Background: an optimization exercise with open tools, aiming at small area. Do not read the settings as production practice.
In this exercise RTL edits were held to simulation tests only and were not proved equivalent to the original.
Power is estimated from default activity; no workload was simulated.

main:
==> flow/design.v (excerpt) <==
module SquareWave (
    input wire clk_100M,
    input wire rst,          
    input wire btn_a_i,      
    input wire btn_b_i,      
    output wire io_b3a
);
Size in the first run: ~450 cells after synthesis, ~78 flip-flops, roughly 3500 sq um of cells after synthesis.
==> flow/config.mk <==
export PLATFORM = sky130hd
export DESIGN_NAME = SquareWave
export DESIGN_NICKNAME = SquareWave
export VERILOG_FILES = /design/flow/design.v
export SDC_FILE = /design/flow/constraint.sdc
export NUM_CORES = 4
export LEC_CHECK = 0
export CAP_MARGIN = 20
export CORE_MARGIN = 2
export CORE_UTILIZATION = 40
export SLEW_MARGIN = 20
==> flow/constraint.sdc <==
create_clock -name core_clock -period 12.0 [get_ports {clk_100M}]
set_input_delay 2.4000 -clock core_clock [delete_from_list [all_inputs] [get_ports {clk_100M}]]
set_output_delay 2.4000 -clock core_clock [all_outputs]
set_load 0.01 [all_outputs]
standard.sh (not shown) runs the stock make flow with config.mk's settings and CLKGATE_MAP_FILE= SYNTH_SCRIPT=/design/flow/synth_recipe.tcl, a recipe that flattens the netlist after the stock synthesis.
==> flow/flow/run.sh <==
#!/bin/bash
# Standard layout, with the synthesis's ABC run given an area-oriented
# script (flow/area.abc) in place of ORFS's delay-oriented one, adders left
# to ABC rather than mapped to adder cells, and the clock tree built with
# the options in flow/cts_args.txt. Everything else, including the
# synthesis script itself, is the standard flow's.
set -euo pipefail
W=$(pwd)
cat > "$W/my_synth.tcl" <<EOT
proc abc {args} {
  set i [lsearch -exact \$args -script]
  if {\$i >= 0} { lset args [expr {\$i + 1}] $W/flow/area.abc }
  yosys abc {*}\$args
}
source $W/synth_recipe.tcl
EOT
sed "s#SYNTH_SCRIPT=[^ ]*#SYNTH_SCRIPT=$W/my_synth.tcl ADDER_MAP_FILE=#" standard.sh > my_standard.sh
grep -q "SYNTH_SCRIPT=$W/my_synth.tcl" my_standard.sh
CTS="$(tr '\n' ' ' < "$W/flow/cts_args.txt")"
if [[ $# -eq 0 ]]; then set -- finish; fi
bash my_standard.sh "CTS_ARGS=$CTS" "$@" > flow_make.log 2>&1
==> flow/flow/area.abc <==
strash
&get -n
&fraig -x
&put
dc2
strash
&get -n
&dch -f
&nf -R 1000
&put
==> flow/flow/cts_args.txt <==
-sink_clustering_enable -repair_clock_nets -dont_use_dummy_load -buf_list sky130_fd_sc_hd__clkbuf_16 -root_buf sky130_fd_sc_hd__clkbuf_16 -sink_clustering_size 100 -sink_clustering_max_diameter 500
The flow did not stop early for main: all stages ran, and the layout cleared the timing, design-rule and antenna checks.
The following lists how the feature branch was set up differently from main:
# main
export LEC_CHECK = 0
export CAP_MARGIN = 20
export CORE_MARGIN = 2
export CORE_UTILIZATION = 40
export SLEW_MARGIN = 20
create_clock -name core_clock -period 12.0 [get_ports {clk_100M}]
# the feature branch
export LEC_CHECK = 0
export CAP_MARGIN = 0
export CORE_MARGIN = 2
export CORE_UTILIZATION = 65
export SLEW_MARGIN = 0
create_clock -name core_clock -period 12.0 [get_ports {clk_100M}]
--- a/flow/flow/run.sh
+++ b/flow/flow/run.sh
@@ -4,3 +4,4 @@
 # to ABC rather than mapped to adder cells, and the clock tree built with
-# the options in flow/cts_args.txt. Everything else, including the
+# the options in flow/cts_args.txt, and any make settings in
+# flow/make_args.txt (one per line). Everything else, including the
 # synthesis script itself, is the standard flow's.
@@ -20,2 +21,4 @@
 if [[ $# -eq 0 ]]; then set -- finish; fi
-bash my_standard.sh "CTS_ARGS=$CTS" "$@" > flow_make.log 2>&1
+EXTRA=()
+if [[ -f "$W/flow/make_args.txt" ]]; then mapfile -t EXTRA < <(grep -v '^\s*$' "$W/flow/make_args.txt"); fi
+bash my_standard.sh "CTS_ARGS=$CTS" "${EXTRA[@]}" "$@" > flow_make.log 2>&1
==> flow/flow/cts_args.txt <==
-sink_clustering_enable -repair_clock_nets -dont_use_dummy_load -buf_list sky130_fd_sc_hd__clkbuf_8 -root_buf sky130_fd_sc_hd__clkbuf_4
==> flow/flow/make_args.txt (new file) <==
BUFFER_PORTS_ARGS=-buffer_cell sky130_fd_sc_hd__buf_1
## What came out
Total power: the feature branch better than main. Final hold slack in the feature branch vs main: up 0.0082 ns. Compared with main, the feature branch shows setup slack higher by 0.41 ns. The core of the feature branch is more densely filled than that of main. Diff main -> the feature branch: design area now smaller, flip-flop and latch count level. Of the feature branch and main, the lower non-clock buffer count belongs to the feature branch.

-- separate check: timing with driven ports --
The flow's constraints put no driver on any port. The routed layouts listed below were extracted and timed again, unchanged, in two steps. Step 1 (the two cells are an assumption about what drives the block):
set clk [get_ports {clk_100M}]
set_driving_cell -lib_cell sky130_fd_sc_hd__clkbuf_16 $clk
set_driving_cell -lib_cell sky130_fd_sc_hd__buf_2 [delete_from_list [all_inputs] $clk]
Step 2, shift: input delay + t, output delay - t, t = (earliest + latest rising clock arrival at the registers) / 2. This alone moves slack from input paths to output paths. Three values: ideal ports, drivers, drivers and shift; two values: the first two.
| run | shift t [ns] | setup WS [ns] | clock arrival spread, ns | worst slew at a driven data input, ns |
|---|---|---|---|---|
| main | 0.355 | 7.857 / 7.871 / 7.515 | 0.015 / 0.015 | 0.03 |
| the feature branch | 0.431 | 8.265 / 8.270 / 7.839 | 0.026 / 0.026 | 0.03 |
After both steps setup and hold are still met in every run listed. For the feature branch, which loses most, drivers alone change the setup slack by +0.005 ns; drivers and shift together by -0.426 ns.
